This design comes from an exercise in tuning for small area on the open sky130 flow, not from production work. In this exercise RTL edits were held to simulation tests only and were not proved equivalent to the original. The clock port is modelled as an ideal driver; clocking choices that lean on that would not hold on a real chip. No activity file was given, so power comes from the tool's default toggle rates.

==> flow/design.v <==
module usb(
    input rst_n,
    input clk_48,
    input rx_j,
    input rx_se0,
    output tx_en,
    output tx_j,
    output tx_se0,
    input[6:0] usb_address,
    output usb_rst,
    output reg transaction_active,
    output reg[3:0] endpoint,
    output reg direction_in,
    output reg setup,
    input data_toggle,
    input[1:0] handshake,
    output reg[7:0] data_out,
    input[7:0] data_in,
    input data_in_valid,
    output reg data_strobe,
    output reg success
    );
localparam
    hs_ack = 2'b00,
    hs_none = 2'b01,
    hs_nak = 2'b10,
    hs_stall = 2'b11;
reg[2:0] j_samples;
reg[4:0] se0_samples;
always @(posedge clk_48) begin
    j_samples <= { j_samples[1:0], rx_j };
    se0_samples <= { se0_samples[3:0], rx_se0 };
end
wire j = (j_samples[0] & j_samples[1]) | (j_samples[0] & j_samples[2]) | (j_samples[1] & j_samples[2]);
wire[4:0] ss = se0_samples;
wire se0 = (ss[0] & ss[1] & ss[2]) | (ss[0] & ss[1] & ss[3]) | (ss[0] & ss[1] & ss[4]) | (ss[0] & ss[2] & ss[3]) |
    (ss[0] & ss[2] & ss[4]) | (ss[0] & ss[3] & ss[4]) | (ss[1] & ss[2] & ss[3]) | (ss[1] & ss[2] & ss[4]) |
    (ss[1] & ss[3] & ss[4]) | (ss[2] & ss[3] & ss[4]);
wire rx_packet;
function[2:0] seq_step(input[2:0] c);
    seq_step = { c[1], c[0], c[1]? !c[2]: (c[2] && c[0]) };
endfunction
reg[2:0] short_idle_counter;
wire short_idle = short_idle_counter == 3'b000;
always @(posedge clk_48) begin
    if (se0 || !j || rx_packet)
        short_idle_counter <= 3'b001;
    else
        short_idle_counter <= seq_step(short_idle_counter);
end
reg[1:0] rcv_cntr;
reg rcv_prev;
wire nrzi_strobe = rcv_cntr == 2'b00;
always @(posedge clk_48 or negedge rst_n) begin
    if (!rst_n) begin
        rcv_cntr <= 2'b00;
        rcv_prev <= 1'b0;
    end else begin
        if (j == rcv_prev)
            rcv_cntr <= { !rcv_cntr[0], rcv_cntr[1] };
        else
            rcv_cntr <= 2'b01;
        rcv_prev <= j;
    end
end
reg nrzi_prev;
always @(posedge clk_48) begin
    if (nrzi_strobe)
        nrzi_prev <= j;
end
wire d = (nrzi_prev == j);
reg[2:0] ones;
always @(posedge clk_48) begin
    if (!rst_n || (nrzi_strobe && !d))
        ones <= 3'b001;
    else if (nrzi_strobe)
        ones <= seq_step(ones);
end
wire strobe = nrzi_strobe && (ones != 3'b100);
reg[1:0] sync_m;
reg sync_p;
wire sync_in = j || se0;
always @(posedge clk_48 or negedge rst_n) begin
    if (!rst_n) begin
        sync_m <= 2'b10;
        sync_p <= 1'b1;
    end else if (nrzi_strobe) begin
        sync_p <= !sync_in;
        if (sync_in)
            sync_m <= sync_p? { sync_m[0], !sync_m[1] || sync_m[0] }: 2'b10;
        else if (sync_p)
            sync_m <= 2'b10;
    end
end
wire sync = (sync_m == 2'b11) && sync_p && !j && !se0;
reg[3:0] reset_pre;
reg reset_long;
wire reset_wrap = se0 && reset_pre == 4'b1000;
wire reset_count = se0 && (reset_long || reset_wrap);
wire reset_end;
assign usb_rst = reset_long && reset_end && rst_n;
always @(posedge clk_48) begin
    if (!se0 || !rst_n)
        reset_pre <= 4'b0001;
    else
        reset_pre <= { reset_pre[2:0], reset_pre[3] ^ reset_pre[2] };
    reset_long <= rst_n && reset_count;
end
localparam
    rs_idle = 2'b00,
    rs_done = 2'b10,
    rs_pid = 2'b01,
    rs_data = 2'b11;
reg[1:0] rx_state;
assign rx_packet = (rx_state == rs_data);
reg[3:0] rx_pid;
reg rx_crc_ok;
reg rx_byte_done;      
reg rx_byte_done2;     
reg rx_first_bit;      
reg[7:0] recv_queue_0;
reg[7:0] recv_queue_1;
reg recv_queue_0_valid;
reg recv_queue_1_valid;
wire rx_datastrobe = rx_byte_done && strobe;
wire rx_complete = strobe && rx_state == rs_data && !se0 && !rx_byte_done && !rx_byte_done2 && next_shift[8];
wire[8:0] next_shift = { data_out, d };
reg[15:0] crc;
wire rx_token = (rx_pid[1:0] == 2'b01);
wire rx_crc_fb = (rx_token? crc[4]: crc[15]) ^ d;
wire[15:0] rx_crc_next = { crc[14] ^ rx_crc_fb, crc[13:2], crc[1] ^ rx_crc_fb, crc[0], rx_crc_fb };
wire rx_crc_match = rx_token? (crc[4:0] == 5'b01100): (crc == 16'b1000000000001101);
always @(posedge clk_48) begin
    if (strobe) begin
        rx_byte_done <= rx_complete;
        rx_byte_done2 <= rx_byte_done;
    end
end
always @(posedge clk_48 or negedge rst_n) begin
    if (!rst_n) begin
        rx_state <= rs_idle;
    end else if (strobe) begin
        case (rx_state)
            rs_idle: begin
                if (sync)
                    rx_state <= rs_pid;
            end
            rs_pid: begin
                if (se0) begin
                    rx_state <= rs_idle;
                end else if (next_shift[8]) begin
                    if (next_shift[7:4] == ~next_shift[3:0])
                        rx_state <= rs_data;
                    else
                        rx_state <= rs_done;
                end
            end
            rs_data: begin
                if (se0)
                    rx_state <= rs_idle;
            end
            default: begin
                if (se0)
                    rx_state <= rs_idle;
            end
        endcase
    end
end
always @(posedge clk_48) begin
    if (strobe) begin
        case (rx_state)
            rs_idle: begin
                data_out <= 8'b00000001;
            end
            rs_pid: begin
                if (!se0) begin
                    if (next_shift[8]) begin
                        rx_pid <= { next_shift[4], next_shift[5], next_shift[6], next_shift[7] };
                        rx_crc_ok <= 1'b0;
                        data_out <= 8'b00000001;
                    end else begin
                        data_out <= next_shift[7:0];
                    end
                end
            end
            rs_data: begin
                if (!se0) begin
                    if (rx_byte_done) begin
                        rx_first_bit <= d;
                    end else if (rx_byte_done2) begin
                        data_out <= { 6'b000001, rx_first_bit, d };
                    end else if (next_shift[8]) begin
                        data_out <= recv_queue_1;
                    end else begin
                        data_out <= next_shift[7:0];
                    end
                end
            end
            default: begin
            end
        endcase
        if (rx_byte_done)
            rx_crc_ok <= rx_crc_match;
    end
end
always @(posedge clk_48) begin
    if (!rx_packet) begin
        recv_queue_1_valid <= 1'b0;
        recv_queue_0_valid <= 1'b0;
    end else if (rx_datastrobe) begin
        recv_queue_1_valid <= recv_queue_0_valid;
        recv_queue_0_valid <= 1'b1;
    end
end
reg tx_transmit;
reg tx_enable_crc16;
wire tx_send_crc16;
reg[1:0] tx_clock;
wire bit_strobe = tx_clock == 2'b00;
always @(posedge clk_48 or negedge rst_n) begin
    if (!rst_n)
        tx_clock <= 2'b00;
    else
        tx_clock <= { tx_clock[0], !tx_clock[1] };
end
reg[2:0] bit_stuff_counter;
wire bit_stuff = bit_stuff_counter == 3'b100;
wire tx_strobe = bit_strobe && !bit_stuff;
reg[2:0] tx_state;
localparam
    ts_idle = 3'b000,
    ts_run  = 3'b001,
    ts_eop1 = 3'b010,
    ts_eop2 = 3'b011,
    ts_eop3 = 3'b100,
    ts_crc1 = 3'b110,
    ts_crc2 = 3'b111;
assign tx_en = (tx_state != ts_idle);
reg tx_mark;
wire[8:0] tx_shift = { tx_mark, recv_queue_1 };
reg tx_crc_enabled;
wire dump_crc = tx_state == ts_crc1 || tx_state == ts_crc2;
wire txd = dump_crc? !crc[15]: recv_queue_1[0];
wire txse0 = !bit_stuff && (tx_state == ts_eop1 || tx_state == ts_eop2);
wire tx_shift_empty = (tx_shift[8:2] == 7'b0);
wire tx_data_strobe = tx_transmit && tx_shift_empty && tx_strobe && tx_en;
always @(posedge clk_48 or negedge rst_n) begin
    if (!rst_n) begin
        tx_state <= ts_idle;
    end else if (tx_strobe) begin
        case (tx_state)
            ts_idle: begin
                if (tx_transmit)
                    tx_state <= ts_run;
            end
            ts_run: begin
                if (tx_shift_empty && !tx_transmit) begin
                    if (tx_send_crc16)
                        tx_state <= ts_crc1;
                    else
                        tx_state <= ts_eop1;
                end
            end
            ts_crc1: begin
                if (tx_shift_empty)
                    tx_state <= ts_crc2;
            end
            ts_crc2: begin
                if (tx_shift_empty)
                    tx_state <= ts_eop1;
            end
            ts_eop1: begin
                tx_state <= ts_eop2;
            end
            ts_eop2: begin
                tx_state <= ts_eop3;
            end
            ts_eop3: begin
                tx_state <= ts_idle;
            end
            default: begin
            end
        endcase
    end
end
always @(posedge clk_48) begin
    if (tx_strobe) begin
        if (!tx_en) begin
            tx_mark <= 1'b1;
            tx_crc_enabled <= 1'b0;
        end else if (tx_shift_empty) begin
            tx_mark <= 1'b1;
            tx_crc_enabled <= tx_enable_crc16;
        end else begin
            tx_mark <= 1'b0;
        end
    end
end
reg tx_data_load;
reg[7:0] tx_data_value;
always @(posedge clk_48) begin
    if (bit_strobe) begin
        if (tx_state == ts_idle || !txd || bit_stuff || txse0)
            bit_stuff_counter <= 3'b001;
        else
            bit_stuff_counter <= seq_step(bit_stuff_counter);
    end
end
reg last_j;
wire txj = tx_state == ts_idle || tx_state == ts_eop3? 1'b1: ((bit_stuff || !txd)? !last_j: last_j);
always @(posedge clk_48) begin
    if (bit_strobe)
        last_j <= tx_en? txj: 1'b1;
end
assign tx_j = txj;
assign tx_se0 = txse0;
wire tx_crc_fb = !dump_crc && (crc[15] ^ txd);
wire[15:0] tx_crc_next = { crc[14] ^ tx_crc_fb, crc[13:2], crc[1] ^ tx_crc_fb, crc[0], tx_crc_fb };
assign reset_end = crc == 16'hb973;
wire[15:0] reset_crc_next = { crc[14] ^ crc[15], crc[13:2], crc[1] ^ crc[15], crc[0], crc[15] };
always @(posedge clk_48) begin
    if (reset_count) begin
        if (!reset_long)
            crc <= 16'hffff;
        else if (reset_wrap && !reset_end)
            crc <= reset_crc_next;
    end else if (tx_en) begin
        if (!(dump_crc || tx_crc_enabled))
            crc <= 16'hffff;
        else if (tx_strobe)
            crc <= tx_crc_next;
    end else begin
        if (!rx_packet)
            crc <= 16'hffff;
        else if (strobe)
            crc <= rx_crc_next;
    end
end
localparam
    st_idle = 3'b000,
    st_data = 3'b101,
    st_err = 3'b001,
    st_send_handshake = 3'b111,
    st_in = 3'b010,
    st_prep_recv_ack = 3'b110,
    st_recv_ack = 3'b011,
    st_send_ack = 3'b100;
reg[2:0] state;
assign tx_send_crc16 = state == st_prep_recv_ack;
localparam
    pt_special   = 2'b00,
    pt_token     = 2'b01,
    pt_handshake = 2'b10,
    pt_data      = 2'b11;
localparam
    tok_out   = 2'b00,
    tok_sof   = 2'b01,
    tok_in    = 2'b10,
    tok_setup = 2'b11;
reg[6:0] token_timeout;
wire token_active = token_timeout != 7'b0;
wire token_fb = token_timeout[6]? (!token_timeout[5] && token_timeout[4:0] != 5'b0): token_timeout[5];
wire[6:0] token_next = { token_timeout[5:0], token_fb };
reg[1:0] handshake_latch;
wire tx_pid_load = (state == st_in || state == st_send_ack || state == st_send_handshake) && !tx_transmit;
wire[3:0] tx_pid = {
    (state == st_in)? data_toggle: (state == st_send_handshake && handshake_latch[1]),
    state == st_send_handshake && handshake_latch == hs_stall,
    1'b1,
    state == st_in };
wire tx_byte_load = tx_data_strobe && state == st_in && data_in_valid;
always @(*) begin
    tx_data_load = tx_byte_load || tx_pid_load;
    tx_data_value = tx_byte_load? data_in: { ~tx_pid, tx_pid };
end
always @(posedge clk_48) begin
    case (state)
        st_in: tx_transmit <= tx_transmit? !(tx_data_strobe && !data_in_valid): (short_idle && (handshake == hs_ack || handshake == hs_none));
        st_send_ack: tx_transmit <= tx_transmit? !tx_data_strobe: short_idle;
        st_send_handshake: tx_transmit <= tx_transmit? !tx_data_strobe: (short_idle && handshake_latch != hs_none);
        default: tx_transmit <= 1'b0;
    endcase
end
always @(posedge clk_48) begin
    if (state == st_idle && rx_packet && rx_pid[1:0] == pt_data && !rx_pid[2] && token_active)
        handshake_latch <= handshake;
    else if (state == st_in && !tx_transmit && short_idle && handshake != hs_ack && handshake != hs_none)
        handshake_latch <= handshake;
    else if (!transaction_active)
        handshake_latch <= 2'b00;
end
always @(posedge clk_48 or negedge rst_n) begin
    if (!rst_n) begin
        success <= 1'b0;
        state <= st_idle;
        data_strobe <= 1'b0;
        endpoint <= 4'b0;
        direction_in <= 1'b0;
        setup <= 1'b0;
        transaction_active <= 1'b0;
        token_timeout <= 7'b0;
        tx_enable_crc16 <= 1'b0;
    end else begin
        token_timeout <= token_next;
        if (!transaction_active) begin
            endpoint <= 4'b0;
            direction_in <= 1'b0;
            setup <= 1'b0;
        end
        success <= 1'b0;
        data_strobe <= 1'b0;
        case (state)
            st_idle: begin
                if (!token_active)
                    transaction_active <= 1'b0;
                if (rx_packet) begin
                    if (rx_pid[1:0] == pt_token) begin
                        state <= st_data;
                    end else begin
                        if (rx_pid[1:0] == pt_data && !rx_pid[2] && token_active) begin
                            state <= rx_pid[3] == data_toggle? st_data: st_send_ack;
                        end else begin
                            state <= st_err;
                        end
                    end
                end
            end
            st_data: begin
                if (!rx_packet) begin
                    state <= st_idle;
                    case (rx_pid[1])
                        1'b0: begin
                            if (recv_queue_1_valid && rx_crc_ok && recv_queue_1[6:0] == usb_address && rx_pid[3:2] != tok_sof) begin
                                token_timeout <= 7'b0000001;
                                transaction_active <= 1'b1;
                                endpoint <= { recv_queue_0[2:0], recv_queue_1[7] };
                                case (rx_pid[3:2])
                                    tok_in: begin
                                        direction_in <= 1'b1;
                                        setup <= 1'b0;
                                        state <= st_in;
                                    end
                                    tok_out: begin
                                        direction_in <= 1'b0;
                                        setup <= 1'b0;
                                    end
                                    tok_setup: begin
                                        direction_in <= 1'b0;
                                        setup <= 1'b1;
                                    end
                                    default: begin
                                    end
                                endcase
                            end else begin
                                transaction_active <= 1'b0;
                                endpoint <= 4'b0;
                                direction_in <= 1'b0;
                                setup <= 1'b0;
                            end
                        end
                        default: begin
                            if (recv_queue_1_valid && rx_crc_ok) begin
                                if (!handshake_latch[1])
                                    success <= 1'b1;
                                state <= st_send_handshake;
                            end
                        end
                    endcase
                end else if (rx_datastrobe && recv_queue_1_valid) begin
                    if (!rx_pid[1])
                        state <= st_err;
                    else if (!handshake_latch[1])
                        data_strobe <= 1'b1;
                end
            end
            st_in: begin
                if (!tx_transmit && short_idle) begin
                    if (handshake != hs_ack && handshake != hs_none) begin
                        state <= st_send_handshake;
                    end else begin
                    end
                end
                if (tx_transmit && tx_data_strobe) begin
                    if (!data_in_valid) begin
                        if (handshake == hs_ack) begin
                            state <= st_prep_recv_ack;
                        end else begin
                            state <= st_err;
                            success <= 1'b1;
                            transaction_active <= 1'b0;
                        end
                        tx_enable_crc16 <= 1'b0;
                    end else begin
                        data_strobe <= 1'b1;
                        tx_enable_crc16 <= 1'b1;
                    end
                end
            end
            st_prep_recv_ack: begin
                token_timeout <= 7'b0000001;
                if (!tx_en && !rx_packet)
                    state <= st_recv_ack;
            end
            st_recv_ack: begin
                if (rx_packet) begin
                    state <= st_err;
                    if (rx_pid == 4'b0010) begin
                        success <= 1'b1;
                        transaction_active <= 1'b0;
                    end
                end
                if (!token_active && !rx_packet)
                    state <= st_idle;
            end
            st_send_ack: begin
                if (!tx_transmit && short_idle) begin
                end
                if (tx_transmit && tx_data_strobe) begin
                    state <= st_err;
                end
            end
            st_send_handshake: begin
                if (!tx_transmit && short_idle) begin
                    case (handshake_latch)
                        hs_none: begin
                            state <= st_idle;
                        end
                        hs_ack: begin
                        end
                        hs_nak: begin
                        end
                        hs_stall: begin
                        end
                    endcase
                end
                if (tx_transmit && tx_data_strobe) begin
                    state <= st_err;
                end
            end
            default: begin
                transaction_active <= 1'b0;
                if (!tx_en && !rx_packet)
                    state <= st_idle;
            end
        endcase
    end
end
always @(posedge clk_48) begin
    if (tx_data_load)
        recv_queue_0 <= tx_data_value;
    else if (rx_complete && !tx_en)
        recv_queue_0 <= {
            next_shift[0], next_shift[1], next_shift[2], next_shift[3],
            next_shift[4], next_shift[5], next_shift[6], next_shift[7] };
end
always @(posedge clk_48) begin
    if (tx_pid_load) begin
        recv_queue_1 <= 8'b10000000;  
    end else if (tx_strobe && tx_en) begin
        if (tx_shift_empty)
            recv_queue_1 <= recv_queue_0;
        else
            recv_queue_1 <= { tx_mark, recv_queue_1[7:1] };
    end else if (rx_complete && !tx_en) begin
        recv_queue_1 <= recv_queue_0;
    end
end
endmodule
==> flow/flow/run.sh <==
#!/bin/bash
# The standard layout (standard.sh), with
#  - synthesis mapped by an area-oriented ABC script (flow/synth.tcl),
#  - one buf_1 per port instead of the default port buffer,
#  - a clock tree of clkbuf_8 without dummy loads, whose buffers are upsized
#    where the clock slew is high (flow/post_cts.tcl).
# Each tool's output goes to a log file in this folder.
set -euo pipefail
W=$(pwd)
export OWN_ABC_SCRIPT="$W/flow/abc_area.script"
export FLOW_SYNTH_TCL="$W/synth_recipe.tcl"
export BUFFER_PORTS_ARGS="-buffer_cell sky130_fd_sc_hd__buf_1"
export POST_CTS_TCL="$W/flow/post_cts.tcl"
export CTS_ARGS="-sink_clustering_enable -repair_clock_nets -dont_use_dummy_load -buf_list sky130_fd_sc_hd__clkbuf_8"
sed "s#SYNTH_SCRIPT=[^ ]*synth_recipe.tcl#SYNTH_SCRIPT=$W/flow/synth.tcl#" standard.sh > own_standard.sh
grep -q "SYNTH_SCRIPT=$W/flow/synth.tcl" own_standard.sh
bash own_standard.sh > standard.log 2>&1
==> flow/flow/abc_area.script <==
strash
&get -n
&fraig -x
&put
dc2
strash
&get -n
&dch -f
&nf -R 1000
&put
strash
&get -n
&dch -f
&nf -R 1000
&put
==> flow/flow/post_cts.tcl <==
# After clock tree synthesis: upsize clock buffers (clkbuf_8 -> clkbuf_16)
# whose flip-flop clock pins see an estimated slew above 95 ps, one step per
# pass, then legalize the placement again.
proc upsize_clock_buffers {limit} {
  set order {sky130_fd_sc_hd__clkbuf_4 sky130_fd_sc_hd__clkbuf_8 sky130_fd_sc_hd__clkbuf_16}
  for {set pass 0} {$pass < 4} {incr pass} {
    estimate_parasitics -placement
    set todo [dict create]
    foreach pin [get_pins -hierarchical */CLK] {
      if {[get_property $pin slew_max] <= $limit} continue
      set net [get_nets -of_objects $pin]
      foreach drv [get_pins -of_objects $net -filter "direction == output"] {
        set inst [get_cells -of_objects $drv]
        dict set todo [get_full_name $inst] $inst
      }
    }
    set changed 0
    dict for {name inst} $todo {
      set m [get_property $inst ref_name]
      set k [lsearch $order $m]
      if {$k >= 0 && $k < [llength $order] - 1} {
        puts "upsize_clock_buffers: $name $m -> [lindex $order [expr {$k + 1}]]"
        replace_cell $inst [lindex $order [expr {$k + 1}]]
        incr changed
      }
    }
    puts "upsize_clock_buffers: pass $pass changed $changed"
    if {$changed == 0} break
  }
}
upsize_clock_buffers 0.095
detailed_placement
check_placement -verbose
estimate_parasitics -placement
==> flow/flow/synth.tcl <==
# The standard synthesis script, with the technology mapping done by an
# area-oriented ABC script (flow/abc_area.script) instead of ORFS's speed
# script. Everything else, the flip-flop mapping included, is unchanged.
proc abc {args} {
  set out {}
  for {set i 0} {$i < [llength $args]} {incr i} {
    set a [lindex $args $i]
    if {$a eq "-script"} {
      incr i
      lappend out -script $::env(OWN_ABC_SCRIPT)
      continue
    }
    lappend out $a
  }
  yosys abc {*}$out
}
source $::env(FLOW_SYNTH_TCL)
==> flow/standard.sh <==
#!/bin/bash
# synth_recipe.tcl (not shown) runs the flow's synth.tcl, then flattens the netlist and writes it again
# the make line also repeats each setting of config.mk as NAME=value (left out here)
make -C /OpenROAD-flow-scripts/flow DESIGN_CONFIG=/design/flow/config.mk WORK_HOME=/design/flow/orfs CLKGATE_MAP_FILE= SYNTH_SCRIPT=/design/flow/synth_recipe.tcl "${@:-finish}"
==> flow/config.mk <==
export PLATFORM = sky130hd
export DESIGN_NAME = usb
export DESIGN_NICKNAME = usb
export VERILOG_FILES = /design/flow/design.v
export SDC_FILE = /design/flow/constraint.sdc
export NUM_CORES = 4
export LEC_CHECK = 0
export CAP_MARGIN = 20
export CORE_MARGIN = 2
export CORE_UTILIZATION = 40
export PLACE_DENSITY = 0.6
export SLEW_MARGIN = 20
==> flow/constraint.sdc <==
create_clock -name core_clock -period 20.8 [get_ports {clk_48}]
set_input_delay 4.1600 -clock core_clock [delete_from_list [all_inputs] [get_ports {clk_48}]]
set_output_delay 4.1600 -clock core_clock [all_outputs]
set_load 0.01 [all_outputs]
==> summary.txt, run 1 <==
Clock power frac=28.4%; Rel. slew slack=~46%; IO Port Bufs=43; first-pass GRT wire length=19300 um; skew final=0.0115 ns; Synth Cell Area=about 5000 sq um; syn_area_per_cell=10.2 sq um; largest net degree at the start of global routing=41; Area after DPL=5430 sq um; max cap viols=0; row cnt=40; Hold Path Class=register to register; Int Power=0.000322 W; asr flop ratio synth=29.5%; Top-Level Pins=44; sequential power share=60.7%; Initial DRT Pass Iterations=5; nets=575; instance count of the mapped netlist=492; CP Launch Type=primary input; Worst-Margin Slew=0.816 ns; die height=116 um; Reg clk slew, reported paths=0.07 ns; power per standard cell area=77.3 nW/um^2; crit path time final=just over 9 ns; leakage=1.95 nW; clk latency of the worst-skew pair=~0.40 ns; fraction of layout cells with a size suffix above 1=2.92%; YS warnings=1; Routed wire per std cell=around 17 um; #FFs+latches synth=~110; Synth Flop Type=edfxtp_1; DRC Markers=0; routability cong.=0.926; unrepaired setup endpoints after global routing=no; EDFF count, synth=49; combinational share of power=10.8%; Post-DRT Antenna Nets=0; Initial Util=41.3%; final setup TNS=0 ns; Reg area=2900 sq um; CTS tree=built; initial antenna violation count=0; Die Area=13500 sq um; core region area=12200 sq um; Yosys top cell area share=29.3%; sequential share of the synthesized area=57.7%; status=finished clean; Die Width=116 um; period utilization=about 44%; global router's overall resource usage=18.7%; drt total wl=~12000 um; fmax=109 MHz; sw frac=25.5%; WP data arrival=between 5 and 6 ns; post-synth top area cell=edfxtp_1; ranking of synthesized cells by area=edfxtp_1 (29%), dfrtp_1 (15%), dfxtp_1 (12%), nor2_1 (4.6%), nand2_1 (4.0%); # fillers=1164; Slew Limit Fails=0; Critical Path RT=16.64 ns; post-route cell area=~5600 sq um; net count after synthesis=517; GR Overflow Total=0; Vias=between 3000 and 4000; Crit Path Max Fanout=40; vias in the first global route=between 3000 and 4000; multi-input logic area=2070 sq um; CP Class=primary input to output pin; DRT iter0 DRCs=~370; n_diodes=0; post-detail-place hpwl=8750 um; # setup viols final=0; Unique masters post-synth=46; via/cell ratio=5.45; CP Capture Type=output pin; Clock Sinks=112; Hold WS=0.360 ns; NetSw=0.000111 W; Area growth syn-to-layout=11.3%; final hold violation count=0; Peak VDD IR=approximately 54 uV
[area by class of cell]
class,instances,share of cell area [%]
inverters,16,1.07
flip-flops and latches,112,51.8
clock buffers,9,3.02
repair buffers,47,3.40
multi-input cells,364,36.9
well taps,168,3.76
[cell usage in the layout (no fill, tap or decap), types with 6 or more instances in the layout]
cell type and count:
clkinv_1 16, and3_1 9, nor3_1 16, nand4_1 6, a31oi_1 7, buf_1 42
nor4_1 6, nand3_1 19, nor2b_1 8, nor2_1 62, dfrtp_1 31, a222oi_1 6
xor2_1 7, o21ai_0 34, dfxtp_1 30, a21oi_1 26, mux2i_1 7, a22o_1 6
edfxtp_1 49, xnor2_1 10, nand2_1 54, nand2b_1 21, and2_0 15
[layer usage]
metal | track usage (%) | share of wire, % | up-vias
li1 | - | - | 1915
met1 | 24.7 | 46 | 1850
met2 | 29.6 | 46 | 120
met3 | 5.24 | 6.4 | 15
met4 | 6.67 | 1.8 | 0
met5 | 0 | 0 | -
[cell families (layout without fill, tap and decap cells)]
group	after synthesis	in the layout	share of synthesized area, %
compound gates	110	110	14.2
xor+xnor	17	17	2.96
fa+ha+maj	4	4	0.896
buf+inv	16	72	1.19
flops	112	112	57.7
mux	7	7	1.39
simple gates	226	226	21.7
[per-stage QoR]
| step | setup slack, ns | total power, W | std cells | utilization (%) |
|---|---|---|---|---|
| 2_1_floorplan | 12.30 | 0.000294 | 492 | - |
| 3_3_place_gp | 11.57 | 0.000313 | 706 | 44.6 |
| 3_5_place_dp | 11.55 | 0.000315 | 707 | 44.6 |
| 5_1_grt | 11.49 | 0.000454 | 716 | 46.0 |
| 6_report | 11.60 | 0.000433 | 716 | 46.0 |
[state kept, by name, indices dropped and copies added, names as in the netlist, 2 cells and up]
| register | cells |
|---|---|
| tx_clock | 2 |
| state | 3 |
| sync_m | 2 |
| tx_state | 3 |
| se0_samples | 5 |
| ones | 3 |
| rx_state | 2 |
| rcv_cntr | 2 |
| rx_pid | 4 |
| bit_stuff_counter | 3 |
| handshake_latch | 2 |
| endpoint | 4 |
| token_timeout | 7 |
| reset_pre | 4 |
| data_out | 8 |
| recv_queue_1 | 8 |
| short_idle_counter | 3 |
| recv_queue_0 | 8 |
| crc | 16 |
| j_samples | 3 |
[cell usage after synthesis (2+ instances only)]
master    number
a222oi_1       6
nor2_1        62
a21o_1         2
nor3_1        16
o22ai_1        3
a21oi_1       26
dfxtp_1       30
nand3_1       19
mux2i_1        7
a22o_1         6
a31oi_1        7
xor2_1         7
ha_1           2
edfxtp_1      49
o22a_1         5
nand2b_1      21
dfstp_2        2
nor2b_1        8
xnor2_1       10
a22oi_1        3
nor3b_1        2
o21ai_0       34
o21a_1         2
clkinv_1      16
dfrtp_1       31
nand4_1        6
nor4_1         6
or2_0          2
and3_1         9
or3_1          3
nand2_1       54
a221oi_1       4
o221ai_1       3
and2_0        15
o32ai_1        2
maj3_1         2
[worst paths after layout]
check / start / endpoint / slack (ns) / cells past startpoint
min in group asynchronous: rst_n / token_timeout[2] / 3.80 / 2
max in group asynchronous: rst_n / sync_p / 16.64 / 2
worst min register to register: j_samples[1] / j_samples[2] / 0.36 / 0
worst max register to register: tx_clock[1] / token_timeout[6] / 17.46 / 10
worst max-delay path: rst_n / usb_rst / 11.60 / 4
worst min-delay path: j_samples[1] / j_samples[2] / 0.36 / 0
[power groups by stage]
stage / Combinational [W] / Clock (W) / Sequential [W]
after floorplan: 0.0000300 / 0 / 0.000264
after global placement: 0.0000456 / 0 / 0.000267
after detailed placement: 0.0000473 / 0 / 0.000268
after global routing: 0.0000530 / 0.000136 / 0.000265
final: 0.0000468 / 0.000123 / 0.000263
[critical path, stage by stage]
cell	delay, ns
clkbuf_2	0.08
buf_4	0.41
and3_1	0.24
buf_1	0.14
==> inputs of run 2 (changes only) <==
--- a/flow/design.v
+++ b/flow/design.v
@@ -118,4 +118,4 @@
 reg rx_byte_done;      
-reg rx_byte_done2;     
-reg rx_first_bit;      
+wire rx_byte_done2;
+wire rx_first_bit;
 reg[7:0] recv_queue_0;
@@ -135,3 +135,2 @@
         rx_byte_done <= rx_complete;
-        rx_byte_done2 <= rx_byte_done;
     end
@@ -188,3 +187,2 @@
                     if (rx_byte_done) begin
-                        rx_first_bit <= d;
                     end else if (rx_byte_done2) begin
@@ -241,2 +239,4 @@
 reg tx_crc_enabled;
+assign rx_byte_done2 = tx_crc_enabled;
+assign rx_first_bit = tx_mark;
 wire dump_crc = tx_state == ts_crc1 || tx_state == ts_crc2;
@@ -286,7 +286,4 @@
 always @(posedge clk_48) begin
-    if (tx_strobe) begin
-        if (!tx_en) begin
-            tx_mark <= 1'b1;
-            tx_crc_enabled <= 1'b0;
-        end else if (tx_shift_empty) begin
+    if (tx_strobe && tx_en) begin
+        if (tx_shift_empty) begin
             tx_mark <= 1'b1;
@@ -296,2 +293,9 @@
         end
+    end else if (tx_strobe && tx_transmit) begin
+        tx_mark <= 1'b1;
+        tx_crc_enabled <= 1'b0;
+    end else if (!tx_en && strobe) begin
+        tx_crc_enabled <= rx_byte_done;
+        if (rx_byte_done && rx_state == rs_data && !se0)
+            tx_mark <= d;
     end
==> run 2 against run 1 <==
- still clean
- global-route usage is 0.49 points higher
- sequential share of layout area is 1.1 points lower
- combinational power is 32% higher
- core utilization is 0.23 points higher
==> summary.txt, run 2 <==
#FFs+latches synth=110 (was 112); CP Class=primary input to output pin (unchanged); GR Overflow Total=0 (unchanged); Top-Level Pins=44 (unchanged); Initial Util=41.4% (was 41.3%); Reg clk slew, reported paths=0.07 ns (about the same); Unique masters post-synth=50 (was 46); asr flop ratio synth=30.0% (was 29.5%); YS warnings=1 (unchanged); net count after synthesis=527 (was 517); largest net degree at the start of global routing=41 (unchanged); CP Launch Type=primary input (unchanged); Rel. slew slack=34.6% (was 45.6%); instance count of the mapped netlist=502 (was 492); leakage=1.92 nW (was 1.95 nW); DRT iter0 DRCs=352 (was 373); final setup TNS=0 ns (unchanged); routability cong.=0.929 (was 0.926); Top reg by flops=crc (unchanged); Die Area=13500 sq um (about the same); crit path time final=9.23 ns (was 9.20 ns); first-pass GRT wire length=19800 um (was 19300 um); Synth Flop Type=edfxtp_1 (unchanged); max cap viols=0 (unchanged); power per standard cell area=80.2 nW/um^2 (was 77.3 nW/um^2); CTS tree=built (unchanged); syn_area_per_cell=10.0 sq um (was 10.2 sq um); Peak VDD IR=44.0 uV (was 53.7 uV); max FFs per register=16 (unchanged); Non-Filler Instances=728 (was 716); final hold violation count=0 (unchanged); Yosys top cell area share=28.1% (was 29.3%); Crit Path Max Fanout=40 (unchanged); period utilization=44.4% (was 44.2%); row cnt=40 (unchanged); initial antenna violation count=0 (unchanged); worst slack, placed=11.52 ns (was 11.55 ns); Hold WS=0.356 ns (was 0.360 ns); skew final=0.0161 ns (was 0.0115 ns); Slew Limit Fails=0 (unchanged); # fillers=1203 (was 1164); CP Capture Type=output pin (unchanged); die height=116 um (about the same); sequential share of the synthesized area=56.6% (was 57.7%); count leader, synth=nand2_1 (was nor2_1); drt total wl=12100 um (was 11800 um); # setup viols final=0 (unchanged); Worst-Margin Slew=0.972 ns (was 0.816 ns); most common cell after layout, fill and taps aside=nand2_1 (was nor2_1); fraction of layout cells with a size suffix above 1=3.39% (was 2.92%); largest stage delay on the critical path=0.43 ns (was 0.41 ns); Die Width=116 um (about the same); Hold Path Class=register to register (unchanged); commonest non-fill, non-tap cells in the layout=nand2_1 (66), nor2_1 (50), edfxtp_1 (47) (was nor2_1 (62), nand2_1 (54), edfxtp_1 (49)); Critical Path RT=16.64 ns (about the same); post-detail-place hpwl=8880 um (was 8750 um); DRC Markers=0 (unchanged); IO Port Bufs=43 (unchanged); clk latency of the worst-skew pair=0.39 ns (was 0.40 ns); Initial DRT Pass Iterations=5 (unchanged); fmax=108 MHz (was 109 MHz); placed cell count=719 (was 707); post-synth top area cell=edfxtp_1 (unchanged); Area growth syn-to-layout=11.6% (was 11.3%); Routed wire per std cell=16.6 um (was 16.5 um); Tot Pwr=0.000449 W (was 0.000433 W); n_diodes=0 (unchanged); list of most frequent post-synthesis cells=nand2_1 (66), nor2_1 (50), edfxtp_1 (47) (was nor2_1 (62), nand2_1 (54), edfxtp_1 (49)); core region area=12100 sq um (was 12200 sq um); CP max stage cell=buf_4 (unchanged); vias in the first global route=3904 (was 3846); crit path cell chain=clkbuf_2 > buf_4 > and3_1 > buf_1 (unchanged); Synth Cell Area=5020 sq um (was 5030 sq um); Post-DRT Antenna Nets=0 (unchanged); Vias=3992 (was 3900); unrepaired setup endpoints after global routing=no (unchanged); status=finished clean (unchanged); ranking of synthesized cells by area=edfxtp_1 (28%), dfrtp_1 (15%), dfxtp_1 (12%), nand2_1 (4.9%), o21ai_0 (3.9%) (was edfxtp_1 (29%), dfrtp_1 (15%), dfxtp_1 (12%), nor2_1 (4.6%), nand2_1 (4.0%)); nets=587 (was 575); WP data arrival=5.07 ns (was 5.04 ns); via/cell ratio=5.48 (was 5.45); Final Worst Setup Slack=11.57 ns (was 11.60 ns); Clock Sinks=110 (was 112); EDFF count, synth=47 (was 49); global router's overall resource usage=19.2% (was 18.7%)
run 2: cell types whose count changed after synthesis, moves of 5 or more:
cell / before / now
nor2_1: 62 / 50
o21ai_0: 34 / 39
o31ai_1: 0 / 5
nand2_1: 54 / 66
clkinv_1: 16 / 22
nand3_1: 19 / 13
run 2: critical path, delay by kind of cell:
family	cells	cell delay (ns)
buffers and inverters	3	0.65
AND/OR/NAND/NOR	1	0.25
run 2: logic make-up after synthesis:
| kind of cell | Yosys count | synth area share, % |
|---|---|---|
| compound gates | 128 | 16.2 |
| fa+ha+maj | 4 | 0.897 |
| xor+xnor | 16 | 2.79 |
| buf+inv | 22 | 1.65 |
| flops | 110 | 56.6 |
| simple gates | 216 | 20.7 |
| mux | 6 | 1.20 |
run 2: path summary, 6_finish.rpt:
kind | startpoint | end | slack (ns) | cells past startpoint
max in group asynchronous | rst_n | sync_m[1] | 16.61 | 2
worst max register to register | recv_queue_1[7] | recv_queue_0[2] | 17.64 | 6
worst min-delay path | j_samples[1] | j_samples[2] | 0.36 | 0
worst min register to register | j_samples[1] | j_samples[2] | 0.36 | 0
worst max-delay path | rst_n | usb_rst | 11.57 | 4
min in group asynchronous | rst_n | token_timeout[2] | 3.82 | 2
run 2: per-layer routing:
metal | track usage, % | wire length, um
met5 | 0 | 0
met4 | 6.11 | 211
met3 | 4.39 | 613
met2 | 30.2 | 5640
met1 | 26.4 | 5620
run 2: stage by stage:
stage	area, sq um	util (%)
2_1_floorplan	5020	-
3_3_place_gp	5440	44.9
3_5_place_dp	5440	44.9
5_1_grt	5600	46.2
6_report	5600	46.2
run 2: where the power goes:
part           switching [W]  internal [W]  leakage, nW
Sequential         0.0000213      0.000249         1.05
Clock              0.0000664     0.0000513       0.0801
Combinational      0.0000366     0.0000250        0.788
run 2: layout make-up:
type	count	area, sq um	share of cell area [%]
Tap cell	168	210	3.75
Multi-Input combinational cell	370	2100	37.5
Timing Repair Buffer	49	208	3.71
Inverter	22	82.6	1.47
Clock buffer	9	158	2.82
Sequential cell	110	2840	50.7
==> inputs of run 3 (changes only) <==
--- a/flow/design.v
+++ b/flow/design.v
@@ -176,3 +176,2 @@
                     if (next_shift[8]) begin
-                        rx_pid <= { next_shift[4], next_shift[5], next_shift[6], next_shift[7] };
                         rx_crc_ok <= 1'b0;
@@ -223,4 +222,4 @@
 end
-reg[2:0] bit_stuff_counter;
-wire bit_stuff = bit_stuff_counter == 3'b100;
+wire[2:0] bit_stuff_counter = rx_pid[2:0];
+wire bit_stuff = tx_en && bit_stuff_counter == 3'b100;
 wire tx_strobe = bit_strobe && !bit_stuff;
@@ -304,15 +303,18 @@
 reg[7:0] tx_data_value;
-always @(posedge clk_48) begin
-    if (bit_strobe) begin
-        if (tx_state == ts_idle || !txd || bit_stuff || txse0)
-            bit_stuff_counter <= 3'b001;
-        else
-            bit_stuff_counter <= seq_step(bit_stuff_counter);
-    end
-end
-reg last_j;
+wire last_j = rx_pid[3];
 wire txj = tx_state == ts_idle || tx_state == ts_eop3? 1'b1: ((bit_stuff || !txd)? !last_j: last_j);
 always @(posedge clk_48) begin
-    if (bit_strobe)
-        last_j <= tx_en? txj: 1'b1;
+    if (tx_en) begin
+        if (bit_strobe) begin
+            if (!txd || bit_stuff || txse0)
+                rx_pid[2:0] <= 3'b001;
+            else
+                rx_pid[2:0] <= seq_step(bit_stuff_counter);
+            rx_pid[3] <= txj;
+        end
+    end else if (tx_strobe && tx_transmit) begin
+        rx_pid <= 4'b1001;
+    end else if (strobe && rx_state == rs_pid && !se0 && next_shift[8]) begin
+        rx_pid <= { next_shift[4], next_shift[5], next_shift[6], next_shift[7] };
+    end
 end
--- a/flow/config.mk
+++ b/flow/config.mk
@@ -10,2 +10,3 @@
 export CORE_UTILIZATION = 40
+export GPL_TIMING_DRIVEN = 0
 export PLACE_DENSITY = 0.6
==> run 3 against run 2 <==
- still clean
- non-clock buffer count fell by 2
- die area shrank 2.2%
- final cell count is 4.1% lower
- global-route usage down 0.35 points
- synthesized cell count shrank 1.4%
- critical path depth is the same
- clock power fell by 7%
- area after synthesis fell by 2.3%
- routed wire length shrank 1.9%
- first-iteration DRC count shrank 10%
- clock-buffer cell count did not move
- critical path type unchanged
==> summary.txt, run 3 <==
status=finished clean (unchanged); leakage=1.97 nW (was 1.92 nW); Worst Hold Path Cells=0 (unchanged); Largest delay share family, worst path=buffers and inverters (unchanged); Core Util, Final=45.5% (was 46.2%); Critical Path RT=16.64 ns (about the same); CP Class=primary input to output pin (unchanged); nets=578 (was 587); Synth Cell Area=4900 sq um (was 5020 sq um); CP max stage cell=buf_2 (was buf_4); CTS tree=built (unchanged); Synth Flop Type=edfxtp_1 (unchanged); Synth Area in XOR/XNOR=2.86% (was 2.79%); crit path time final=9.25 ns (was 9.23 ns); fmax=108 MHz (about the same); Slew Limit Fails=0 (unchanged); power per standard cell area=120 nW/um^2 (was 80.2 nW/um^2); Rel. slew slack=32.1% (was 34.6%); net count after synthesis=520 (was 527); Unique masters post-synth=50 (unchanged); CP Launch Type=primary input (unchanged); sequential share of the synthesized area=55.5% (was 56.6%); WP data arrival=5.09 ns (was 5.07 ns); vias in the first global route=3849 (was 3904); period utilization=44.5% (was 44.4%); final hold violation count=0 (unchanged); skew final=0.0128 ns (was 0.0161 ns); Clock Sinks=106 (was 110); Initial DRT Pass Iterations=5 (unchanged); simple-gate area share of the yosys netlist=21.9% (was 20.7%); Routed wire per std cell=17.0 um (was 16.6 um); Reg2Reg Setup Slack=16.96 ns (was 17.64 ns); Crit Path Max Fanout=25 (was 40); final setup TNS=0 ns (unchanged); via/cell ratio=5.70 (was 5.48); worst hold path startpoint=j_samples[1] (unchanged); mux cell area share after synthesis=1.43% (was 1.20%); asr flop ratio synth=31.1% (was 30.0%); Vias=3981 (was 3992); Initial Util=40.8% (was 41.4%); most common cell after layout, fill and taps aside=nand2_1 (unchanged); syn_area_per_cell=9.91 sq um (was 10.0 sq um); DRC Markers=0 (unchanged); GR Overflow Total=0 (unchanged); DRT iter0 DRCs=316 (was 352); Post-DRT Antenna Nets=0 (unchanged); largest net degree at the start of global routing=26 (was 41); post-detail-place hpwl=8830 um (was 8880 um); IO Port Bufs=43 (unchanged); Worst-Margin Slew=1.02 ns (was 0.972 ns); fraction of layout cells with a size suffix above 1=3.45% (was 3.39%); global router's overall resource usage=18.8% (was 19.2%); first-pass GRT wire length=19400 um (was 19800 um); # setup viols final=0 (unchanged); commonest non-fill, non-tap cells in the layout=nand2_1 (60), nor2_1 (56), edfxtp_1 (43) (was nand2_1 (66), nor2_1 (50), edfxtp_1 (47)); max FFs per register=16 (unchanged); clk latency of the worst-skew pair=0.38 ns (was 0.39 ns); largest stage delay on the critical path=0.35 ns (was 0.43 ns); ranking of synthesized cells by area=edfxtp_1 (26%), dfrtp_1 (16%), dfxtp_1 (12%), nand2_1 (4.6%), nor2_1 (4.3%) (was edfxtp_1 (28%), dfrtp_1 (15%), dfxtp_1 (12%), nand2_1 (4.9%), o21ai_0 (3.9%)); die height=115 um (was 116 um); Yosys top cell area share=26.3% (was 28.1%); Hold EP=j_samples[2] (unchanged); Synth Area in Compound Gates=16.0% (was 16.2%); count leader, synth=nand2_1 (unchanged); Top-Level Pins=44 (unchanged); EDFF count, synth=43 (was 47); crit path cell chain=buf_2 > buf_16 > and3_1 > buf_1 (was clkbuf_2 > buf_4 > and3_1 > buf_1); Post-Synth Adder-Cell Area=0.918% (was 0.898%); Die Area=13200 sq um (was 13500 sq um); Reg clk slew, reported paths=0.08 ns (was 0.07 ns); worst r2r path cells=8 (was 6); n_diodes=0 (unchanged); largest family of logic cells by synthesized area=simple AND/OR/NAND/NOR gates (unchanged); instance count of the mapped netlist=495 (was 502); Buf/Inv on CP=3 (unchanged); Die Width=115 um (was 116 um); Hold Path Class=register to register (unchanged); max cap viols=0 (unchanged); list of most frequent post-synthesis cells=nand2_1 (60), nor2_1 (56), edfxtp_1 (43) (was nand2_1 (66), nor2_1 (50), edfxtp_1 (47)); #FFs+latches synth=106 (was 110); FF-to-FF End=token_timeout[3] (was recv_queue_0[2]); CP Capture Type=output pin (unchanged); Top reg by flops=crc (unchanged); routability cong.=0.912 (was 0.929); drt total wl=11900 um (was 12100 um); core region area=12000 sq um (was 12100 sq um); Area growth syn-to-layout=11.4% (was 11.6%); Peak VDD IR=53.1 uV (was 44.0 uV); row cnt=40 (unchanged); initial antenna violation count=0 (unchanged); post-synth top area cell=edfxtp_1 (unchanged); R2R Path Start=recv_queue_1[3] (was recv_queue_1[7]); YS warnings=1 (unchanged); unrepaired setup endpoints after global routing=no (unchanged)
==> run 3: cell count changes after synthesis, moves of 4 or more <==
cell,delta
a21oi_1,+6
nor3_1,-4
nor2_1,+6
nand3_1,+5
nand2_1,-6
a222oi_1,+4
o21ai_0,-7
edfxtp_1,-4
==> run 3: cell type report <==
cell class	count	area, sq um
fill	1178	6550
sequential	106	2720
multi-input combinational	370	2130
timing repair buffer	47	211
tap	147	184
clock buffer	9	146
inverter	19	71.3
==> run 3: per-layer routing <==
layer / vias to the layer above / GRT usage [%] / wire, um
met1: 1891 / 25.4 / 5530
met3: 20 / 3.85 / 667
met4: 0 / 6.75 / 212
li1: 1936 / - / -
met2: 134 / 30.3 / 5450
met5: - / 0 / 0
==> run 3: worst max-delay path by stage <==
| stage | slack (ns) | to | depth (start not counted) | from |
|---|---|---|---|---|
| global placement | 10.38 | usb_rst | 3 | rst_n |
| detailed placement | 11.51 | usb_rst | 4 | rst_n |
| global route | 11.40 | usb_rst | 4 | rst_n |
| floorplan | 12.30 | usb_rst | 1 | rst_n |
| finish | 11.55 | usb_rst | 4 | rst_n |
==> run 3: worst reg2reg max path: cells and delay by family, from the launching register on <==
kind / cells / cell delay (ns)
and+or+nand+nor: 7 / 2.90
AOI/OAI and AO/OA: 1 / 0.45
DFF: 1 / 0.39
==> run 3: stage by stage <==
stage	total power (W)	area (sq um)	hold slack [ns]	instances	worst slack (ns)
2_1_floorplan	0.000469	4900	0.333	495	12.30
3_3_place_gp	0.000535	5250	0.342	685	10.38
3_5_place_dp	0.000543	5310	0.343	688	11.51
5_1_grt	0.000696	5460	0.370	698	11.40
6_report	0.000653	5460	0.356	698	11.55
==> run 3: cells by family after synthesis <==
family,after synthesis
and+or+nand+nor,221
muxes,7
buffers and inverters,19
adders and majority gates,4
AOI/OAI and AO/OA,122
DFF,106
xor gates and xnor gates,16
==> run 3: report_power, final <==
| part | leakage, nW | switching (W) | internal [W] |
|---|---|---|---|
| Combinational | 0.863 | 0.000121 | 0.0000785 |
| Sequential | 1.03 | 0.0000612 | 0.000282 |
| Clock | 0.0750 | 0.0000631 | 0.0000473 |
| Total | 1.97 | 0.000245 | 0.000407 |
==> inputs of run 4 (changes only) <==
--- a/flow/config.mk
+++ b/flow/config.mk
@@ -10,3 +10,2 @@
 export CORE_UTILIZATION = 40
-export GPL_TIMING_DRIVEN = 0
 export PLACE_DENSITY = 0.6
==> run 4 against run 3 <==
- critical endpoint unchanged
- still clean
- register-to-register slack improved by 0.02 ns
- largest power group unchanged
- global-route usage rose by 0.82 points
- sequential power hardly changed
- hold slack about the same
==> summary.txt, run 4 <==
Post-DRT Antenna Nets=0 (unchanged); asr flop ratio synth=31.1% (unchanged); Slew Limit Fails=0 (unchanged); GR Overflow Total=0 (unchanged); CP Launch Type=primary input (unchanged); Synth Flop Type=edfxtp_1 (unchanged); n_diodes=0 (unchanged); Area growth syn-to-layout=11.1% (was 11.4%); Peak VDD IR=43.5 uV (was 53.1 uV); CP Capture Type=output pin (unchanged); worst slack, placed=11.52 ns (was 11.51 ns); vias in the first global route=3763 (was 3849); post-synth top area cell=edfxtp_1 (unchanged); ranking of synthesized cells by area=edfxtp_1 (26%), dfrtp_1 (16%), dfxtp_1 (12%), nand2_1 (4.6%), nor2_1 (4.3%) (unchanged); via/cell ratio=5.73 (was 5.70); final hold violation count=0 (unchanged); Routed wire per std cell=17.5 um (was 17.0 um); IO Port Bufs=43 (unchanged); Worst-Margin Slew=0.972 ns (was 1.02 ns); count leader, synth=nand2_1 (unchanged); row cnt=40 (unchanged); max cap viols=0 (unchanged); fraction of layout cells with a size suffix above 1=3.25% (was 3.45%); # fillers=1179 (was 1178); largest net degree at the start of global routing=41 (was 26); crit path time final=9.24 ns (was 9.25 ns); placed cell count=690 (was 688); EDFF count, synth=43 (unchanged); YS warnings=1 (unchanged); initial antenna violation count=0 (unchanged); core region area=12000 sq um (unchanged); Clock Sinks=106 (unchanged); Initial DRT Pass Iterations=5 (unchanged); Critical Path RT=16.64 ns (about the same); status=finished clean (unchanged); leakage=1.97 nW (about the same); #FFs+latches synth=106 (unchanged); syn_area_per_cell=9.91 sq um (unchanged); drt total wl=12200 um (was 11900 um); Initial Util=40.8% (unchanged); Unique masters post-synth=50 (unchanged); Final Worst Setup Slack=11.56 ns (was 11.55 ns); sequential share of the synthesized area=55.5% (unchanged); Vias=4014 (was 3981); max FFs per register=16 (unchanged); fmax=108 MHz (about the same); # setup viols final=0 (unchanged); WP data arrival=5.08 ns (was 5.09 ns); CP Class=primary input to output pin (unchanged); clk latency of the worst-skew pair=0.40 ns (was 0.38 ns); period utilization=44.4% (was 44.5%); Die Area=13200 sq um (unchanged); most common cell after layout, fill and taps aside=nand2_1 (unchanged); Top-Level Pins=44 (unchanged); Hold Path Class=register to register (unchanged); unrepaired setup endpoints after global routing=no (unchanged); Die Width=115 um (unchanged); Yosys top cell area share=26.3% (unchanged); Reg clk slew, reported paths=0.07 ns (was 0.08 ns); list of most frequent post-synthesis cells=nand2_1 (60), nor2_1 (56), edfxtp_1 (43) (unchanged); Crit Path Max Fanout=40 (was 25); commonest non-fill, non-tap cells in the layout=nand2_1 (60), nor2_1 (56), edfxtp_1 (43) (unchanged); Non-Filler Instances=700 (was 698); DRT iter0 DRCs=334 (was 316); DRC Markers=0 (unchanged); final setup TNS=0 ns (unchanged); first-pass GRT wire length=19900 um (was 19400 um); die height=115 um (unchanged); skew final=0.0193 ns (was 0.0128 ns); Synth Cell Area=4900 sq um (unchanged); CTS tree=built (unchanged); instance count of the mapped netlist=495 (unchanged); nets=580 (was 578); Rel. slew slack=35.2% (was 32.1%); power per standard cell area=121 nW/um^2 (was 120 nW/um^2); post-detail-place hpwl=9030 um (was 8830 um); routability cong.=0.902 (was 0.912); net count after synthesis=520 (unchanged); Top reg by flops=crc (unchanged); global router's overall resource usage=19.6% (was 18.8%)
## run 4: cell counts after synthesis
No cell type changed its count.
## run 4: logic make-up after synthesis
group,share of synthesized area [%]
AO/OA/AOI/OAI,16.0
multiplexers,1.43
buffers and inverters,1.45
adder cells (fa/ha/maj),0.918
flip-flops,55.5
XOR/XNOR,2.86
AND/OR/NAND/NOR,21.9
## run 4: critical path, stage by stage
cell and delay (ns):
clkbuf_2 0.07, buf_4 0.42, and3_1 0.26, buf_1 0.15
## run 4: path summary, 6_finish.rpt
kind | cells after the start | slack [ns] | startpoint | to
max | 4 | 11.56 | rst_n | usb_rst
min | 0 | 0.36 | j_samples[0] | j_samples[1]
max reg2reg | 8 | 16.98 | recv_queue_1[3] | token_timeout[6]
min reg2reg | 0 | 0.36 | j_samples[0] | j_samples[1]
max in group asynchronous | 2 | 16.61 | rst_n | sync_p
min in group asynchronous | 2 | 3.81 | rst_n | tx_enable_crc16
## run 4: final cells by class
cell class	count	area, sq um	share of cell area [%]
Timing Repair Buffer	49	205	3.76
Inverter	19	71.3	1.31
Multi-Input combinational cell	370	2110	38.8
Sequential cell	106	2720	49.9
Clock buffer	9	158	2.89
Tap cell	147	184	3.37
## run 4: power breakdown
group	switching (W)	total, W	internal (W)
clock	0.0000668	0.000118	0.0000513
combinational	0.000118	0.000196	0.0000776
sequential	0.0000621	0.000344	0.000282
## run 4: stage by stage
stage                     power [W]  util (%)  instance area (sq um)  hold WS (ns)
after floorplan            0.000469         -                   4900         0.333
after global placement     0.000538      44.0                   5290         0.341
after detailed placement   0.000543      44.0                   5290         0.345
after global routing       0.000704      45.4                   5450         0.367
final                      0.000658      45.4                   5450         0.356
## run 4: routing by layer
metal | wire length (um) | vias up | GRT usage (%)
met1 | 5510 | 1924 | 26.4
li1 | - | 1939 | -
met3 | 705 | 18 | 5.22
met5 | 0 | - | 0
met4 | 219 | 0 | 6.67
met2 | 5810 | 133 | 31.1
==> inputs of run 5 (changes only) <==
--- a/flow/config.mk
+++ b/flow/config.mk
@@ -7,3 +7,3 @@
 export LEC_CHECK = 0
-export CAP_MARGIN = 20
+export CAP_MARGIN = 5
 export CORE_MARGIN = 2
@@ -11,2 +11,2 @@
 export PLACE_DENSITY = 0.6
-export SLEW_MARGIN = 20
+export SLEW_MARGIN = 5
==> run 5 against run 4 <==
- maximum frequency about the same
- critical endpoint unchanged
- synthesized cell count unchanged
- sequential cell count unchanged
- via count down 0.52%
- largest power group unchanged
- non-clock buffer count down 1
- sequential share of layout area about the same
- die area unchanged
==> summary.txt, run 5 <==
status=finished clean (unchanged); row cnt=40 (unchanged); skew final=0.0180 ns (was 0.0193 ns); Top-Level Pins=44 (unchanged); routability cong.=0.902 (unchanged); CP Launch Type=primary input (unchanged); #FFs+latches synth=106 (unchanged); net count after synthesis=520 (unchanged); n_diodes=0 (unchanged); Reg2Reg Setup Slack=16.96 ns (was 16.98 ns); GR Overflow Total=0 (unchanged); asr flop ratio synth=31.1% (unchanged); simple-gate area share of the yosys netlist=21.9% (unchanged); sw frac=37.6% (about the same); # fillers=1178 (was 1179); Die Width=115 um (unchanged); max cap viols=0 (unchanged); IO Port Bufs=43 (unchanged); top layer in use=met4 (unchanged); drt total wl=12200 um (about the same); Post-DRT Antenna Nets=0 (unchanged); combinational share of power=29.7% (was 29.8%); core region area=12000 sq um (unchanged); worst r2r path cells=8 (unchanged); post-route cell area=5450 sq um (about the same); vias in the first global route=3763 (unchanged); Vias=3993 (was 4014); mux cell area share after synthesis=1.43% (unchanged); multi-input logic area=2110 sq um (unchanged); FF-to-FF End=token_timeout[6] (unchanged); CP Capture Type=output pin (unchanged); R2R Path Start=recv_queue_1[3] (unchanged); CP Class=primary input to output pin (unchanged); Peak VDD IR=43.5 uV (about the same); Unique masters post-synth=50 (unchanged); DR WL met3=645 um (was 705 um); YS warnings=1 (unchanged); Area growth syn-to-layout=11.0% (was 11.1%); Tot Pwr=0.000657 W (was 0.000658 W); sequential share of the synthesized area=55.5% (unchanged); power per standard cell area=121 nW/um^2 (about the same); clk latency of the worst-skew pair=0.40 ns (about the same); Synth Area in Compound Gates=16.0% (unchanged); Worst-Margin Slew=1.27 ns (was 0.972 ns); post-detail-place hpwl=9030 um (unchanged); Top reg by flops=crc (unchanged); fraction of layout cells with a size suffix above 1=3.08% (was 3.25%); Synth Flop Type=edfxtp_1 (unchanged); initial antenna violation count=0 (unchanged); ranking of synthesized cells by area=edfxtp_1 (26%), dfrtp_1 (16%), dfxtp_1 (12%), nand2_1 (4.6%), nor2_1 (4.3%) (unchanged); Area after DPL=5290 sq um (unchanged); leakage=1.97 nW (about the same); final setup TNS=0 ns (unchanged); most common cell after layout, fill and taps aside=nand2_1 (unchanged); Die Area=13200 sq um (unchanged); Int Power=0.000410 W (was 0.000411 W); Slew Limit Fails=0 (unchanged); first-pass GRT wire length=19900 um (unchanged); NetSw=0.000247 W (about the same); Synth Cell Area=4900 sq um (unchanged); M1 WL=5610 um (was 5510 um); Initial DRT Pass Iterations=7 (was 5); Initial Util=40.8% (unchanged); Hold Path Class=register to register (unchanged); DRC Markers=0 (unchanged); period utilization=44.4% (about the same); syn_area_per_cell=9.91 sq um (unchanged); sequential power share=52.3% (about the same); Routed wire per std cell=17.5 um (about the same); Final Worst Setup Slack=11.56 ns (about the same); Worst Hold Path Cells=0 (unchanged); Synth Area in XOR/XNOR=2.86% (unchanged); largest family of logic cells by synthesized area=simple AND/OR/NAND/NOR gates (unchanged); fmax=108 MHz (about the same); die height=115 um (unchanged); post-synth top area cell=edfxtp_1 (unchanged); WP data arrival=5.08 ns (about the same); final hold violation count=0 (unchanged); largest net degree at the start of global routing=41 (unchanged); max FFs per register=16 (unchanged); Clock power frac=17.9% (was 18.0%); # setup viols final=0 (unchanged); count leader, synth=nand2_1 (unchanged); unrepaired setup endpoints after global routing=no (unchanged); commonest non-fill, non-tap cells in the layout=nand2_1 (60), nor2_1 (56), edfxtp_1 (43) (unchanged); Rel. slew slack=15.0% (was 35.2%); Reg clk slew, reported paths=0.07 ns (about the same); worst hold path startpoint=j_samples[0] (unchanged); crit path time final=9.24 ns (about the same); global router's overall resource usage=19.6% (unchanged); Met2 Routed Length=5770 um (was 5810 um); via/cell ratio=5.71 (was 5.73); instance count of the mapped netlist=495 (unchanged); Hold EP=j_samples[1] (unchanged); EDFF count, synth=43 (unchanged); Critical Path RT=16.64 ns (about the same); Reg area=2720 sq um (unchanged); Crit Path Max Fanout=40 (unchanged); DRT iter0 DRCs=357 (was 334); list of most frequent post-synthesis cells=nand2_1 (60), nor2_1 (56), edfxtp_1 (43) (unchanged); Hold WS=0.356 ns (about the same); CTS tree=built (unchanged); nets=579 (was 580); Clock Sinks=106 (unchanged); worst slack, placed=11.52 ns (unchanged); Yosys top cell area share=26.3% (unchanged); Post-Synth Adder-Cell Area=0.918% (unchanged)
## run 5: cell count changes in the layout (fill, tap and decap cells not counted)
cell	delta
clkbuf_2	-1
## run 5: layer usage
layer | vias to the layer above | track usage, %
met5 | - | 0
met4 | 0 | 6.67
met3 | 20 | 5.22
met2 | 119 | 31.1
met1 | 1912 | 26.4
li1 | 1942 | -
## run 5: kinds of logic after synthesis
| kind of cell | Yosys count |
|---|---|
| compound gates | 122 |
| xor+xnor | 16 |
| fa+ha+maj | 4 |
| buf+inv | 19 |
| flops | 106 |
| mux | 7 |
| simple gates | 221 |
## run 5: worst max path at each step
| stage | slack, ns | depth (start not counted) | from | endpoint |
|---|---|---|---|---|
| global route | 11.41 | 4 | rst_n | usb_rst |
| finish | 11.56 | 4 | rst_n | usb_rst |
| detailed placement | 11.52 | 4 | rst_n | usb_rst |
| floorplan | 12.30 | 1 | rst_n | usb_rst |
| global placement | 11.55 | 4 | rst_n | usb_rst |
## run 5: worst max-delay path: stages
cell	delay [ns]
clkbuf_2	0.07
buf_4	0.42
and3_1	0.26
buf_1	0.15
## run 5: power groups by stage
stage               clock network (W)  logic, W  registers, W
floorplan                           0  0.000142      0.000327
global placement                    0  0.000191      0.000347
detailed placement                  0  0.000196      0.000347
global route                 0.000130  0.000222      0.000352
finish                       0.000118  0.000195      0.000344
## run 5: metrics by stage
step	utilization [%]	std cells
after floorplan	-	495
after global placement	44.0	690
after detailed placement	44.0	690
after global routing	45.3	699
final	45.3	699
## run 5: layout make-up
class,instances,share of cell area (%)
Clock buffer,9,2.89
Timing Repair Buffer,48,3.68
Tap cell,147,3.38
Multi-Input combinational cell,370,38.8
Inverter,19,1.31
Sequential cell,106,49.9
==> inputs of run 6 (changes only) <==
--- a/flow/config.mk
+++ b/flow/config.mk
@@ -7,6 +7,6 @@
 export LEC_CHECK = 0
-export CAP_MARGIN = 5
+export CAP_MARGIN = 20
 export CORE_MARGIN = 2
-export CORE_UTILIZATION = 40
-export PLACE_DENSITY = 0.6
-export SLEW_MARGIN = 5
+export CORE_UTILIZATION = 55
+export PLACE_DENSITY = 0.7
+export SLEW_MARGIN = 20
==> run 6 against run 5 <==
- sequential share of layout area rose by 0.50 points
- non-clock buffer count did not move
- critical endpoint unchanged
- sequential cell count did not move
- design area fell by 0.99%
- core utilization rose by 17 points
- first-iteration DRC count fell by 27%
- clock power fell by 7%
- highest routed layer unchanged
- largest cell class unchanged
- die area fell by 26%
- synthesized cell count did not move
- critical path depth did not move
- critical path type unchanged
- routed wire length fell by 7.6%
- register-to-register slack got worse by 0.04 ns
==> summary.txt, run 6 <==
GR Overflow Total=0 (unchanged); most common cell after layout, fill and taps aside=nand2_1 (unchanged); via/cell ratio=6.00 (was 5.71); die height=98.4 um (was 115 um); Tot Pwr=0.000645 W (was 0.000657 W); largest net degree at the start of global routing=41 (unchanged); Reg clk slew, reported paths=0.08 ns (was 0.07 ns); Die Area=9690 sq um (was 13200 sq um); core region area=8680 sq um (was 12000 sq um); Peak VDD IR=76.5 uV (was 43.5 uV); initial antenna violation count=0 (unchanged); leakage=1.97 nW (about the same); unrepaired setup endpoints after global routing=no (unchanged); max FFs per register=16 (unchanged); Unique masters post-synth=50 (unchanged); largest stage delay on the critical path=0.41 ns (was 0.42 ns); Yosys top cell area share=26.3% (unchanged); post-synth top area cell=edfxtp_1 (unchanged); period utilization=44.4% (about the same); Synth Flop Type=edfxtp_1 (unchanged); CP Depth=4 (unchanged); final setup TNS=0 ns (unchanged); instance count of the mapped netlist=495 (unchanged); FF-to-FF End=token_timeout[6] (unchanged); IO Port Bufs=43 (unchanged); crit path time final=9.24 ns (about the same); n_diodes=0 (unchanged); DRT iter0 DRCs=262 (was 357); CP Class=primary input to output pin (unchanged); Clock Sinks=106 (unchanged); M1 WL=5120 um (was 5610 um); routability cong.=0.916 (was 0.902); CP Capture Type=output pin (unchanged); top layer in use=met4 (unchanged); count leader, synth=nand2_1 (unchanged); post-detail-place hpwl=8330 um (was 9030 um); Vias=3958 (was 3993); fraction of layout cells with a size suffix above 1=3.26% (was 3.08%); nets=579 (unchanged); CP Launch Type=primary input (unchanged); CP max stage cell=buf_4 (unchanged); skew final=0.0241 ns (was 0.0180 ns); YS warnings=1 (unchanged); first-pass GRT wire length=18800 um (was 19900 um); global router's overall resource usage=24.4% (was 19.6%); Routed wire per std cell=17.1 um (was 17.5 um); ranking of synthesized cells by area=edfxtp_1 (26%), dfrtp_1 (16%), dfxtp_1 (12%), nand2_1 (4.6%), nor2_1 (4.3%) (unchanged); net count after synthesis=520 (unchanged); crit path cell chain=clkbuf_2 > buf_4 > and3_1 > buf_1 (unchanged); final hold violation count=0 (unchanged); Hold Path Class=register to register (unchanged); Worst-Margin Slew=0.921 ns (was 1.27 ns); Largest delay share family, worst path=buffers and inverters (unchanged); row cnt=34 (was 40); #FFs+latches synth=106 (unchanged); vias in the first global route=3768 (was 3763); max cap viols=0 (unchanged); Synth Cell Area=4900 sq um (unchanged); power per standard cell area=120 nW/um^2 (was 121 nW/um^2); Die Width=98.4 um (was 115 um); Top reg by flops=crc (unchanged); DRC Markers=0 (unchanged); WP data arrival=5.08 ns (about the same); Hold WS=0.361 ns (was 0.356 ns); status=finished clean (unchanged); worst slack, placed=11.54 ns (was 11.52 ns); list of most frequent post-synthesis cells=nand2_1 (60), nor2_1 (56), edfxtp_1 (43) (unchanged); Slew Limit Fails=0 (unchanged); EDFF count, synth=43 (unchanged); R2R Path Start=recv_queue_1[4] (was recv_queue_1[3]); commonest non-fill, non-tap cells in the layout=nand2_1 (60), nor2_1 (56), edfxtp_1 (43) (unchanged); Critical Path RT=16.64 ns (about the same); DR WL met3=620 um (was 645 um); Rel. slew slack=38.0% (was 15.0%); worst r2r path cells=8 (unchanged); CTS tree=built (unchanged); # setup viols final=0 (unchanged); asr flop ratio synth=31.1% (unchanged); Top-Level Pins=44 (unchanged); Hold EP=j_samples[1] (unchanged); Reg2Reg Setup Slack=16.92 ns (was 16.96 ns); Area growth syn-to-layout=9.95% (was 11.0%); Buf/Inv on CP=3 (unchanged); Worst Hold Path Cells=0 (unchanged); Non-Filler Instances=660 (was 699); fmax=108 MHz (about the same); Met2 Routed Length=5370 um (was 5770 um); sequential share of the synthesized area=55.5% (unchanged); Initial Util=56.5% (was 40.8%); drt total wl=11300 um (was 12200 um); syn_area_per_cell=9.91 sq um (unchanged); placed cell count=651 (was 690); Final Worst Setup Slack=11.56 ns (about the same); Crit Path Max Fanout=40 (unchanged); worst hold path startpoint=j_samples[0] (unchanged); Post-DRT Antenna Nets=0 (unchanged); Initial DRT Pass Iterations=6 (was 7); clk latency of the worst-skew pair=0.38 ns (was 0.40 ns)
-- run 6: changes by cell type in the layout (fill, tap and decap cells not counted) --
cell,before,now
a221oi_1,3,2
a221oi_2,0,1
clkbuf_16,3,2
clkbuf_8,6,7
-- run 6: metrics by stage --
stage,utilization [%],cell area (sq um)
2_1_floorplan,-,4900
3_3_place_gp,60.4,5240
3_5_place_dp,60.4,5240
5_1_grt,62.1,5390
6_report,62.1,5390
-- run 6: layout make-up --
class,count,area [sq um]
well taps,108,135
multi-input cells,370,2120
inverters,19,71.3
clock buffers,9,146
flip-flops and latches,106,2720
fillers,751,3290
repair buffers,48,200
-- run 6: how the worst max path moves through the flow --
| stage | from | endpoint | slack [ns] |
|---|---|---|---|
| 6_report | rst_n | usb_rst | 11.56 |
| 5_1_grt | rst_n | usb_rst | 11.45 |
| 3_5_place_dp | rst_n | usb_rst | 11.54 |
| 3_3_place_gp | rst_n | usb_rst | 11.58 |
| 2_1_floorplan | rst_n | usb_rst | 12.30 |
-- run 6: where the power goes --
part | internal, W | switching (W) | total (W) | leakage, nW
clock | 0.0000473 | 0.0000627 | 0.000110 | 0.0750
combinational | 0.0000773 | 0.000115 | 0.000193 | 0.860
sequential | 0.000282 | 0.0000608 | 0.000343 | 1.03
total | 0.000406 | 0.000239 | 0.000645 | 1.97
-- run 6: kinds of logic after synthesis --
| kind of cell | after synthesis | share of synthesized area, % |
|---|---|---|
| simple gates | 221 | 21.9 |
| compound gates | 122 | 16.0 |
| flops | 106 | 55.5 |
| buf+inv | 19 | 1.45 |
| xor+xnor | 16 | 2.86 |
| mux | 7 | 1.43 |
| fa+ha+maj | 4 | 0.918 |
-- run 6: metal layers --
layer / up-vias / track usage (%)
li1: 1932 / -
met1: 1872 / 34.4
met2: 134 / 38.3
met3: 20 / 4.68
met4: 0 / 8.43
met5: - / 0

re-timing with driven ports:
In the flow no input, the clock included, has a driving cell. The finished layouts below were timed again as built, in two steps. Step 1, drivers: a clkbuf_16 drives clk_48 and a buf_2 each remaining input, both assumed. Step 2 moves the port delays by t, midway between the first and last clock arrival at a register: inputs arrive t later, outputs are due t later. That takes back most of the time a late clock gives input paths. Three values: no drivers, after step 1, after step 2; two values: the first two.
| run | t, ns | slack for setup (ns) | worst hold slack (ns) |
|---|---|---|---|
| run 1 | 0.427 | 11.600 / 11.576 / 11.576 | 0.360 / 0.360 / 0.360 |
| run 2 | 0.418 | 11.565 / 11.540 / 11.540 | 0.356 / 0.356 / 0.356 |
| run 3 | 0.403 | 11.547 / 11.523 / 11.523 | 0.356 / 0.356 / 0.356 |
| run 4 | 0.424 | 11.560 / 11.534 / 11.534 | 0.356 / 0.356 / 0.356 |
| run 5 | 0.423 | 11.560 / 11.534 / 11.534 | 0.356 / 0.356 / 0.356 |
| run 6 | 0.398 | 11.559 / 11.537 / 11.537 | 0.361 / 0.361 / 0.361 |
After both steps every run listed still meets setup and hold.
